This is an optimization exercise on Yosys and OpenROAD, whose aim is small area, not a production implementation.
Function was checked by simulation only, so behaviour that the tests miss may differ from the original.
Power and IR drop assume default switching activity.

`design.v`:
```
`timescale 1ns/1ns
module con_5x5(
	input rst_n,			 
	input clk,				 
	input ena,				 
	input [15:0] data,		 
	output reg valid,		 
	output reg finish,		 
	output reg [15:0] result	 
	);
	parameter pics_matrix = 4'd7;
	reg [15:0] data_core[1:3][1:3];
	reg [15:0] data_pics[1:3][1:3];
	reg [15:0] data_pics_next[1:3][1:3];
	reg [15:0] core_now,pics_now;
	reg [3:0] core_num;
	reg [7:0] pics_num;
	reg [1:0] pics_num_add;
	wire [15:0] result_temp;
	con_unit cu_juan(
		.core_11(data_core[1][1]),
		.core_12(data_core[1][2]),
		.core_13(data_core[1][3]),
		.core_21(data_core[2][1]),
		.core_22(data_core[2][2]),
		.core_23(data_core[2][3]),
		.core_31(data_core[3][1]),
		.core_32(data_core[3][2]),
		.core_33(data_core[3][3]),
		.in_Data_11(data_pics[1][1]),
		.in_Data_12(data_pics[1][2]),
		.in_Data_13(data_pics[1][3]),
		.in_Data_21(data_pics[2][1]),
		.in_Data_22(data_pics[2][2]),
		.in_Data_23(data_pics[2][3]),
		.in_Data_31(data_pics[3][1]),
		.in_Data_32(data_pics[3][2]),
		.in_Data_33(data_pics[3][3]),
		.R(result_temp)		 
		);
	always @(posedge clk or negedge rst_n) begin
		if (!rst_n) begin
			core_num <= 4'h0;
			pics_num <= 8'h0;
			pics_num_add <= 2'b00;
			finish <= 1'b0;
		end
		else if(ena) begin
			if (core_num < 4'h9) begin
				core_now <= data;
				core_num <= core_num + 1'b1;
			end
			else if(core_num == 4'h9) begin
				pics_now <= data;
				pics_num <= pics_num + 1'b1;
				if(pics_num > 8'h8) begin
					if(pics_num_add == 2'd3) pics_num_add <= 2'd1;
					else pics_num_add <= pics_num_add + 1'b1;
				end
				else begin
					pics_num_add <= pics_num_add;
				end
			end
		end	
		else if(pics_num > 8'h50 && pics_num < 8'h55) begin
			pics_num <= pics_num + 1'b1;
			case(pics_num_add)
				2'd3: pics_num_add <= 2'd1;
				2'd2: pics_num_add <= 2'd3;
				2'd1: pics_num_add <= 2'd2;
				default: pics_num_add <= 2'd0;
			endcase
			if(pics_num == 8'h54) 
				finish <= 1'b1;
			else 
				finish <= 1'b0;
		end
		else begin
			pics_num <= 8'h0;
			pics_num_add <= 2'd0;
			core_num <= 4'h9;
			finish <= 1'b0;
		end
	end
	always@(posedge clk) begin
		case (core_num)
			4'h1:data_core[1][1] <= core_now;
			4'h2:data_core[1][2] <= core_now;
			4'h3:data_core[1][3] <= core_now;
			4'h4:data_core[2][1] <= core_now;
			4'h5:data_core[2][2] <= core_now;
			4'h6:data_core[2][3] <= core_now;
			4'h7:data_core[3][1] <= core_now;
			4'h8:data_core[3][2] <= core_now;
			4'h9:data_core[3][3] <= core_now;
		endcase
	end
	always@(posedge clk or negedge rst_n) begin
		if (!rst_n)  begin
			valid <= 1'b0;
			result <= 16'h0;
		end
		else 
			case(pics_num_add) 
				2'd1:begin
					data_pics[1][1] <= data_pics_next[1][1];
					data_pics[1][2] <= data_pics_next[1][2];
					data_pics[1][3] <= data_pics_next[1][3];
					data_pics[2][1] <= data_pics_next[2][1];
					data_pics[2][2] <= data_pics_next[2][2];
					data_pics[2][3] <= data_pics_next[2][3];
					data_pics[3][1] <= data_pics_next[3][1];
					data_pics[3][2] <= data_pics_next[3][2];
					data_pics[3][3] <= data_pics_next[3][3];
					valid <= 1'b0;
					result <= result;
				end
				2'd3:begin
					valid <= 1'b1;
					result <=  result_temp;
				end
				default:begin
					valid <= 1'b0;
					result <= result;
				end
			endcase
	end
	always@(posedge clk) begin
		if(pics_num < 8'd10)
			case (pics_num)
				8'h1: data_pics_next[1][1] <= pics_now;
				8'h2: data_pics_next[2][1] <= pics_now;
				8'h3: data_pics_next[3][1] <= pics_now;
				8'h4: data_pics_next[1][2] <= pics_now;
				8'h5: data_pics_next[2][2] <= pics_now;
				8'h6: data_pics_next[3][2] <= pics_now;
				8'h7: data_pics_next[1][3] <= pics_now;
				8'h8: data_pics_next[2][3] <= pics_now;
				8'h9: data_pics_next[3][3] <= pics_now;
			endcase
		else if((pics_num > 8'd9 && pics_num < (3 * pics_matrix + 1'b1)) 
			|| (pics_num > 8'd39 && pics_num < 8'd52) 
			|| (pics_num > 8'd69 && pics_num < 8'd82)) begin
			data_pics_next[1][1] <= data_pics[1][2];
			data_pics_next[2][1] <= data_pics[2][2];
			data_pics_next[3][1] <= data_pics[3][2];
			data_pics_next[1][2] <= data_pics[1][3];
			data_pics_next[2][2] <= data_pics[2][3];
			data_pics_next[3][2] <= data_pics[3][3];
			case(pics_num_add)
				2'd1: data_pics_next[1][3] <= pics_now;
				2'd2: data_pics_next[2][3] <= pics_now;
				2'd3: data_pics_next[3][3] <= pics_now;
			endcase
		end
		else if((pics_num > 8'd21 && pics_num < 8'd25) 
			|| (pics_num > 8'd51 && pics_num < 8'd55) 
			|| (pics_num > 8'd36 && pics_num < 8'd40) 
			|| (pics_num > 8'd66 && pics_num < 8'd70)) begin
			data_pics_next[1][1] <= data_pics[2][1];
			data_pics_next[1][2] <= data_pics[2][2];
			data_pics_next[1][3] <= data_pics[2][3];
			data_pics_next[2][1] <= data_pics[3][1];
			data_pics_next[2][2] <= data_pics[3][2];
			data_pics_next[2][3] <= data_pics[3][3];
			case(pics_num_add)
				2'd1: data_pics_next[3][1] <= pics_now;
				2'd2: data_pics_next[3][2] <= pics_now;
				2'd3: data_pics_next[3][3] <= pics_now;
			endcase
		end
		else if((pics_num > 8'd24 && pics_num < 8'd37) 
			|| (pics_num > 8'd54 && pics_num < 8'd67)) begin
			data_pics_next[1][3] <= data_pics[1][2];
			data_pics_next[2][3] <= data_pics[2][2];
			data_pics_next[3][3] <= data_pics[3][2];
			data_pics_next[1][2] <= data_pics[1][1];
			data_pics_next[2][2] <= data_pics[2][1];
			data_pics_next[3][2] <= data_pics[3][1];
			case(pics_num_add)
				2'd1: data_pics_next[1][1] <= pics_now;
				2'd2: data_pics_next[2][1] <= pics_now;
				2'd3: data_pics_next[3][1] <= pics_now;
			endcase
		end
		else begin
		end
	end
endmodule
module con_unit(
	input [15:0]core_11,core_12,core_13,
				core_21,core_22,core_23,
				core_31,core_32,core_33,
				in_Data_11,in_Data_12,in_Data_13,
				in_Data_21,in_Data_22,in_Data_23,
				in_Data_31,in_Data_32,in_Data_33,
	output [15:0] R
	);
	wire [15:0] P[1:3][1:3];
	wire [15:0] R_temp[1:3];
	multiplier16x16 mul_11(core_11,in_Data_11,P[1][1]);
	multiplier16x16 mul_12(core_12,in_Data_12,P[1][2]);
	multiplier16x16 mul_13(core_13,in_Data_13,P[1][3]);
	multiplier16x16 mul_21(core_21,in_Data_21,P[2][1]);
	multiplier16x16 mul_22(core_22,in_Data_22,P[2][2]);
	multiplier16x16 mul_23(core_23,in_Data_23,P[2][3]);
	multiplier16x16 mul_31(core_31,in_Data_31,P[3][1]);
	multiplier16x16 mul_32(core_32,in_Data_32,P[3][2]);
	multiplier16x16 mul_33(core_33,in_Data_33,P[3][3]);
	assign R_temp[1] = P[1][1] + P[1][2] + P[1][3];
	assign R_temp[2] = P[2][1] + P[2][2] + P[2][3];
	assign R_temp[3] = P[3][1] + P[3][2] + P[3][3];
	assign R = R_temp[1] + R_temp[2] + R_temp[3];
endmodule
module multiplier16x16(A,B,P_16);
	input signed [15:0]A,B; 	 
	output signed [15:0] P_16;
	wire signed [18:0] PP_1;
	wire signed [17:0] PP_2,PP_3,PP_4,PP_5,PP_6,PP_7,PP_8;
	wire signed [14:0] PP_9;
	wire signed [31:0] P_32; 	 
	wire signed [15:0] PP[1:9];
	wire signed [18:0] A_temp; 	 
	assign A_temp = {A[15],A[15],A,1'b0};
	booth_2_unit b2u_1(A_temp[2:0],B,PP[1]);
	booth_2_unit b2u_2(A_temp[4:2],B,PP[2]);
	booth_2_unit b2u_3(A_temp[6:4],B,PP[3]);
	booth_2_unit b2u_4(A_temp[8:6],B,PP[4]);
	booth_2_unit b2u_5(A_temp[10:8],B,PP[5]);
	booth_2_unit b2u_6(A_temp[12:10],B,PP[6]);
	booth_2_unit b2u_7(A_temp[14:12],B,PP[7]);
	booth_2_unit b2u_8(A_temp[16:14],B,PP[8]);
	booth_2_unit b2u_9(A_temp[18:16],B,PP[9]);
	assign PP_1 = {!PP[1][15],PP[1][15],PP[1][15],PP[1]};
	assign PP_2 = {1'b1,!PP[2][15],PP[2]};
	assign PP_3 = {1'b1,!PP[3][15],PP[3]};
	assign PP_4 = {1'b1,!PP[4][15],PP[4]};
	assign PP_5 = {1'b1,!PP[5][15],PP[5]};
	assign PP_6 = {1'b1,!PP[6][15],PP[6]};
	assign PP_7 = {1'b1,!PP[7][15],PP[7]};
	assign PP_8 = {1'b1,!PP[8][15],PP[8]};
	assign PP_9 = {PP[9][14:0]};
	wire signed [21:0]Carry11,Sum11;
	wire signed [21:0]Carry12,Sum12;
	wire signed [19:0]Carry13,Sum13;
	compressor_3to2_20 c3to2_20_11({3'b0,PP_1[18:2]},{2'b0,PP_2},{PP_3,2'b0},Sum11[21:2],Carry11[21:2]); 	 
	assign Sum11[1:0] = {PP_1[1:0]};
	assign Carry11[1:0] = 2'b0;
	compressor_3to2_20 c3to2_20_12({4'b0,PP_4[17:2]},{2'b0,PP_5},{PP_6,2'b0},Sum12[21:2],Carry12[21:2]);
	assign Sum12[1:0] = {PP_4[1:0]};
	assign Carry12[1:0] = 2'b0;
	compressor_3to2_20 c3to2_20_13({2'b0,PP_7},{PP_8,2'b0},{1'b0,PP_9,4'b0},Sum13,Carry13);
	wire signed [27:0]Carry21,Sum21;
	wire signed [25:0]Carry22,Sum22;
	compressor_3to2_20 c3to2_20_21({5'b0,Carry11[21:7]},{6'b0,Sum11[21:8]},Sum12[21:2],Sum21[27:8],Carry21[27:8]);
	compressor_3to2 c3to2_21(Carry11[6],Sum11[7],Sum12[1],Sum21[7],Carry21[7]);
	compressor_3to2 c3to2_22(Carry11[5],Sum11[6],Sum12[0],Sum21[6],Carry21[6]);
	compressor_3to2 c3to2_24(Carry11[4],Sum11[5],1'b0,Sum21[5],Carry21[5]);
	compressor_3to2 c3to2_25(Carry11[3],Sum11[4],1'b0,Sum21[4],Carry21[4]);
	compressor_3to2 c3to2_26(Carry11[2],Sum11[3],1'b0,Sum21[3],Carry21[3]);
	compressor_3to2 c3to2_27(Carry11[1],Sum11[2],1'b0,Sum21[2],Carry21[2]);
	compressor_3to2 c3to2_28(Carry11[0],Sum11[1],1'b0,Sum21[1],Carry21[1]);
	assign Sum21[0] = Sum11[0];
	assign Carry21[0] = 1'b0;
	compressor_3to2_20 c3to2_20_22({4'b0,Carry12[21:6]},{1'b0,Sum13[19:1]},Carry13,Sum22[25:6],Carry22[25:6]);
	compressor_3to2 c3to2_23(Carry12[5],Sum13[0],1'b0,Sum22[5],Carry22[5]);
	assign Sum22[4:0] = Carry12[4:0];
	assign Carry22[4:0] = {5'b0};
	wire [31:0] sum_temp1,sum_temp2;
	assign sum_temp1 = {3'b0,Carry21,1'b0} + {4'b0,Sum21};
	assign sum_temp2 = {Carry22[23:0],8'b0} + {Sum22[24:0],7'b0};
	assign P_32 = sum_temp1 + sum_temp2;
	bin32to16 bin32to16_my(P_32,P_16);
endmodule
module bin32to16(A,B);
	input signed [31:0]A;
	output signed [15:0]B;
	assign B = {A[31],A[26:12]};
endmodule
module booth_2_unit(A,B,PP);
	input [2:0] A;
	input signed [15:0] B;
	output reg signed [15:0] PP;
	wire signed [15:0] B_not;
	wire signed [15:0] B_shift;
	wire signed [15:0] B_shift_not;
	assign B_not = ~B;
	assign B_shift = {B[14:0],1'b0};  
	assign B_shift_not = ~B_shift;
	always@(*) begin
		case(A)
			3'b000: PP = 16'h0;					 
			3'b001: PP = B;						 
			3'b010:	PP = B; 					 
			3'b011: PP = B_shift;				 
			3'b100: PP = B_shift_not + 1'b1;	 
			3'b101: PP = B_not + 1'b1;			 
			3'b110: PP = B_not + 1'b1; 			 
			3'b111: PP = 16'h0;					 
		endcase
	end
endmodule
module compressor_3to2_4(A_1,A_2,A_3,Sum,Carry);
	input [3:0]A_1,A_2,A_3;
	output [3:0]Sum,Carry;
	compressor_3to2 c3to2_0(A_1[0],A_2[0],A_3[0],Sum[0],Carry[0]);
	compressor_3to2 c3to2_1(A_1[1],A_2[1],A_3[1],Sum[1],Carry[1]);
	compressor_3to2 c3to2_2(A_1[2],A_2[2],A_3[2],Sum[2],Carry[2]);
	compressor_3to2 c3to2_3(A_1[3],A_2[3],A_3[3],Sum[3],Carry[3]);
endmodule
module compressor_3to2_20(A_1,A_2,A_3,Sum,Carry);
	input [19:0]A_1,A_2,A_3;
	output [19:0]Sum,Carry;
	compressor_3to2_4 c3to2_4_0(A_1[3:0],A_2[3:0],A_3[3:0],Sum[3:0],Carry[3:0]);
	compressor_3to2_4 c3to2_4_1(A_1[7:4],A_2[7:4],A_3[7:4],Sum[7:4],Carry[7:4]);
	compressor_3to2_4 c3to2_4_2(A_1[11:8],A_2[11:8],A_3[11:8],Sum[11:8],Carry[11:8]);
	compressor_3to2_4 c3to2_4_3(A_1[15:12],A_2[15:12],A_3[15:12],Sum[15:12],Carry[15:12]);
	compressor_3to2_4 c3to2_4_4(A_1[19:16],A_2[19:16],A_3[19:16],Sum[19:16],Carry[19:16]);
endmodule
module compressor_3to2(a,b,cin,sum,cout);
	input a,b,cin;
	output sum,cout;
	assign sum = a + b + cin;
	assign cout = (a&b) + (a&cin) + (b&cin); 
endmodule
```
`config.mk`:
```
export PLATFORM = sky130hd
export DESIGN_NAME = con_5x5
export DESIGN_NICKNAME = con_5x5
export VERILOG_FILES = /design/flow/design.v
export SDC_FILE = /design/flow/constraint.sdc
export NUM_CORES = 4
export LEC_CHECK = 0
export CAP_MARGIN = 20
export CORE_MARGIN = 2
export CORE_UTILIZATION = 40
export SLEW_MARGIN = 20
```
`run.sh`:
```
#!/bin/bash
# synth_recipe.tcl (not shown) runs the flow's synth.tcl, then flattens the netlist and writes it again
# the make line also repeats each setting of config.mk as NAME=value (left out here)
make -C /OpenROAD-flow-scripts/flow DESIGN_CONFIG=/design/flow/config.mk WORK_HOME=/design/flow/orfs CLKGATE_MAP_FILE= SYNTH_SCRIPT=/design/flow/synth_recipe.tcl finish
```
`constraint.sdc`:
```
create_clock -name core_clock -period 14.0 [get_ports {clk}]
set_input_delay 2.8000 -clock core_clock [delete_from_list [all_inputs] [get_ports {clk}]]
set_output_delay 2.8000 -clock core_clock [all_outputs]
set_load 0.01 [all_outputs]
```
==> metrics.md <==
| Metric | Value |
|---|---|
| Die area | `approximately 0.26 mm^2` |
| Max VDD drop | `2640 uV` |
| Number of antenna violations at the first check in global routing | `29` |
| Synth Register Bits | `between 400 and 500` |
| Transition time at the pin with the least slew margin | `1220 ps` |
| Pin count of the biggest net entering global routing | `75` |
| Clock tree from TritonCTS | `built` |
| Latest clock arrival within the worst-skew pair | `720 ps` |
| Average instance area after synthesis | `7.49 um^2` |
| Clock-pin slew on the worst setup and hold paths | `70 ps` |
| Slowest Stage Delay on Critical Path | `~580 ps` |
| Clock group share of total power | `0.063` |
| Detailed Route Iter0 Violations | `19046` |
| Part of the Yosys area used for sequential elements | `0.143` |
| Die width | `511 um` |
| Reported max-cap violation count | `0` |
| Residual DRC | `0` |
| Leakage power of the design | `about 0.044 uW` |
| Final number of max-transition violations | `0` |
| Worst Clk Skew | `about 41 ps` |
| Utilization of the core after routing | `0.425` |
| Register-to-register setup slack | `590 ps` |
| Yosys cell types | `99` |
| Gpl congestion | `1.02` |
| Number of nets in the synthesized netlist | `15304` |
| Max Root-Sink Buffers | `3` |
| Crit path time final | `around 13000 ps` |
| Highest net fanout along the worst path | `17` |
| Starting density of the core | `0.401` |
| Combinational fraction of design power | `0.872` |
| Sw Share | `0.551` |
| Synth warn | `10` |
| Count of antenna-violating nets left after detailed routing | `0` |
| Port Buffers | `36` |
| Final Hold Fails | `0` |
| Sort of element at the start of the critical path | `flip-flop` |
| Total CTS buffers | `60` |
| Wire length of the first global-routing pass | `between 700000 and 800000 um` |
| Top library cells by usage in the layout, fill and taps aside | `sky130_fd_sc_hd__a21oi_1 (1542), sky130_fd_sc_hd__o21ai_0 (1336), sky130_fd_sc_hd__inv_1 (1238), sky130_fd_sc_hd__nor2_1 (1214), sky130_fd_sc_hd__nand2_1 (932)` |
| Leading cell type in the layout, fill and taps excluded | `sky130_fd_sc_hd__a21oi_1` |
| Post-route fraction of the period consumed by the critical path | `0.958` |
| 1st-pass router iterations | `9` |
| Via Count | `109505` |
| Required @ worst endpoint | `14580 ps` |
| I/O pins | `37` |
| Num Clock Sinks | `496` |
| Total power draw | `27600 uW` |
| Design internal power | `approximately 12000 uW` |
| Number of enable-type register cells in the synthesized netlist | `464` |
| Final setup violation count | `0` |
| RSZ-0062 raised after global routing | `no` |
| Overall Global Routing Usage | `0.358` |
| Post-DP HPWL | `363000 um` |
| Std-Cell Core Area | `0.256 mm^2` |
| Share of synthesized registers carrying an async set or reset | `0.0645` |
| Main flop type after synthesis | `sky130_fd_sc_hd__edfxtp_1` |
| Growth of design area from synthesis to finish | `5.77%` |
| H-tree depth | `2` |
| Wire length per cell | `29.5 um` |
| Routed via count divided by cell count | `6.63` |
| Summed instance area of the synthesized netlist | `0.103 mm^2` |
| Total overflow reported by the global router | `0` |
| Status | `complete, no violations` |
| Share of post-route cells with drive strength above 1 | `0.0688` |
| Share of total power in sequential cells | `0.065` |
| Standard-cell rows | `between 150 and 200` |
| Final net count | `14577` |
| Power per cell area | `approximately 250 mW/mm^2` |
| Fmax | `0.0746 GHz` |
| Mapped Cells | `13741` |
| Switching power total | `15200 uW` |
| Number of fill cells | `26251` |
| Worst Setup Path Type | `flip-flop to flip-flop` |
| Number of global-route vias before repair | `99209` |
| WP data arrival | `13990 ps` |
| Setup TNS | `0 ps` |
| CP Capture Type | `flip-flop` |
| Final routed wirelength across all metal layers | `488000 um` |
| Cell at the root of the clock tree | `sky130_fd_sc_hd__clkbuf_16` |
| Classification of the worst-slack hold path | `flip-flop to flip-flop` |
| Critical-path top delay cell | `sky130_fd_sc_hd__fa_1` |
| Max-Slew Margin vs Limit | `0.178` |
| Die height | `511 um` |
Yosys cell counts, types with 20 or more instances:
| cell | count | area share |
|---|---|---|
| sky130_fd_sc_hd__nor2b_1 | 144 | 0.0087 |
| sky130_fd_sc_hd__o31ai_1 | 24 | 0.0017 |
| sky130_fd_sc_hd__a31oi_1 | 137 | 0.0083 |
| sky130_fd_sc_hd__a32o_1 | 20 | 0.0019 |
| sky130_fd_sc_hd__o221a_2 | 22 | 0.0024 |
| sky130_fd_sc_hd__maj3_1 | 154 | 0.015 |
| sky130_fd_sc_hd__nor2_1 | 1216 | 0.044 |
| sky130_fd_sc_hd__a22oi_1 | 209 | 0.015 |
| sky130_fd_sc_hd__clkbuf_1 | 1230 | 0.045 |
| sky130_fd_sc_hd__ha_1 | 696 | 0.085 |
| sky130_fd_sc_hd__xnor2_1 | 286 | 0.024 |
| sky130_fd_sc_hd__and2_1 | 135 | 0.0082 |
| sky130_fd_sc_hd__o211ai_1 | 143 | 0.010 |
| sky130_fd_sc_hd__o21ai_0 | 1336 | 0.065 |
| sky130_fd_sc_hd__or2_2 | 110 | 0.0067 |
| sky130_fd_sc_hd__mux2_2 | 38 | 0.0042 |
| sky130_fd_sc_hd__o21a_1 | 57 | 0.0042 |
| sky130_fd_sc_hd__a221oi_1 | 136 | 0.012 |
| sky130_fd_sc_hd__nor3_1 | 187 | 0.0091 |
| sky130_fd_sc_hd__o32ai_1 | 31 | 0.0026 |
| sky130_fd_sc_hd__a21oi_1 | 1548 | 0.075 |
| sky130_fd_sc_hd__nand3_1 | 122 | 0.0059 |
| sky130_fd_sc_hd__a21boi_0 | 30 | 0.0022 |
| sky130_fd_sc_hd__buf_1 | 130 | 0.0047 |
| sky130_fd_sc_hd__nand2_1 | 934 | 0.034 |
| sky130_fd_sc_hd__edfxtp_1 | 464 | 0.14 |
| sky130_fd_sc_hd__a22o_1 | 61 | 0.0052 |
| sky130_fd_sc_hd__nor3b_1 | 26 | 0.0019 |
| sky130_fd_sc_hd__xor2_1 | 122 | 0.010 |
| sky130_fd_sc_hd__a221o_1 | 68 | 0.0066 |
| sky130_fd_sc_hd__nand4_1 | 28 | 0.0017 |
| sky130_fd_sc_hd__o221ai_1 | 190 | 0.016 |
| sky130_fd_sc_hd__a21o_1 | 67 | 0.0049 |
| sky130_fd_sc_hd__nand2b_1 | 199 | 0.012 |
| sky130_fd_sc_hd__a211oi_1 | 269 | 0.020 |
| sky130_fd_sc_hd__a211o_1 | 29 | 0.0025 |
| sky130_fd_sc_hd__mux2i_1 | 72 | 0.0070 |
| sky130_fd_sc_hd__or3_1 | 67 | 0.0041 |
| sky130_fd_sc_hd__dfrtp_1 | 32 | 0.0078 |
| sky130_fd_sc_hd__o22a_1 | 35 | 0.0030 |
| sky130_fd_sc_hd__inv_1 | 1238 | 0.045 |
| sky130_fd_sc_hd__o22ai_1 | 612 | 0.037 |
| sky130_fd_sc_hd__fa_1 | 848 | 0.16 |
flip-flops by register name (all words and copies together), names as in the netlist, 2 cells and up:
| name | cells |
|---|---|
| result | 16 |
| pics_num | 8 |
| pics_num_add | 2 |
| core_now | 16 |
| data_pics_next | 144 |
| pics_now | 16 |
| data_pics | 144 |
| data_core | 144 |
| core_num | 4 |
path summary, 6_finish.rpt:
path,start,to,cells after the start
hold / removal,data_pics_next[5][14],data_pics[5][14],0
hold reg to reg,data_pics_next[5][14],data_pics[5][14],0
min in group asynchronous,rst_n,result[10],2
setup reg to reg,data_pics[0][3],result[15],49
setup / recovery,data_pics[0][3],result[15],49
max in group asynchronous,rst_n,valid,2
logic make-up after synthesis:
kind of cell,after synthesis,share of synthesized area
compound gates,5121,0.305
xor+xnor,412,0.0355
fa+ha+maj,1698,0.264
buf+inv,2633,0.0965
flops,496,0.143
mux,110,0.0112
simple gates,3271,0.145
worst max-delay path: cells and delay by family, from the launching register on:
| kind | cells | cell delay (ps) |
|---|---|---|
| multiplexers | 1 | 270 |
| XOR/XNOR | 11 | 2110 |
| buffers and inverters | 8 | 1110 |
| AO/OA/AOI/OAI | 9 | 2060 |
| adder cells (fa/ha/maj) | 9 | 4420 |
| AND/OR/NAND/NOR | 11 | 2870 |
| flip-flops | 1 | 430 |
per-stage QoR:
stage	hold slack, ps	area [um^2]	cells	worst slack (ps)
after floorplan	400	103000	13741	1720
after detailed placement	405	107000	16335	780
after CTS	403	109000	16447	676
after global placement	401	107000	16333	785
final	404	109000	16508	586
after global routing	414	109000	16463	2.00
power by group through the flow:
stage	combinational [uW]	clock [uW]	sequential [uW]
final	24000	1730	1800
after global placement	23600	0	1830
after global routing	26900	1790	1810
after CTS	23700	1740	1800
after floorplan	18800	0	1770
after detailed placement	23400	0	1830
repair_timing:
action	in CTS	in global routing
hold endpoints to repair	0	0
hold buffers	0	0
gates resized for setup	0	1
endpoints found under the setup margin	0	1
buffers inserted	0	0
metal layers:
metal / global-route usage / vias to the layer above / part of all wire
li1: - / 47388 / -
met1: 0.480 / 51989 / 0.38
met2: 0.525 / 8403 / 0.42
met3: 0.0763 / 1709 / 0.13
met4: 0.216 / 16 / 0.076
met5: 0 / - / 0.00025
area by class of cell:
| class | instances | area (um^2) | share of cell area |
|---|---|---|---|
| Antenna cell | 60 | 150 | 0.00138 |
| Clock buffer | 66 | 1570 | 0.0144 |
| Clock inverter | 46 | 522 | 0.00479 |
| Inverter | 1256 | 4710 | 0.0433 |
| Multi-Input combinational cell | 10612 | 78500 | 0.720 |
| Sequential cell | 496 | 14700 | 0.135 |
| Tap cell | 3384 | 4230 | 0.0389 |
| Timing Repair Buffer | 588 | 4530 | 0.0416 |

==> re-timing with driven ports <==
In the flow no input, the clock included, has a driving cell. The finished layout below was timed again as built, in two steps. Step 1 assumes that a clkbuf_16 drives the clock port and a buf_2 every other input. Step 2 adds t to the input delays and takes it off the output delays; t is the mean of the earliest and latest rising clock arrival at the registers after step 1. Input paths then give back, and output paths get back, about the clock's delay inside the block. Slacks: no drivers / after step 1 / after step 2; pairs: no drivers / after step 1.
t, ns: 0.782
setup WS [ns]: 0.586 / 0.586 / 0.586
latest minus earliest clock arrival (ns): 0.044 / 0.044
worst slew at a driven data input, ns: 0.24
After both steps this run still meets setup and hold. The setup slack of this run moves by 0.000 ns with the drivers and by 0.000 ns with both steps.
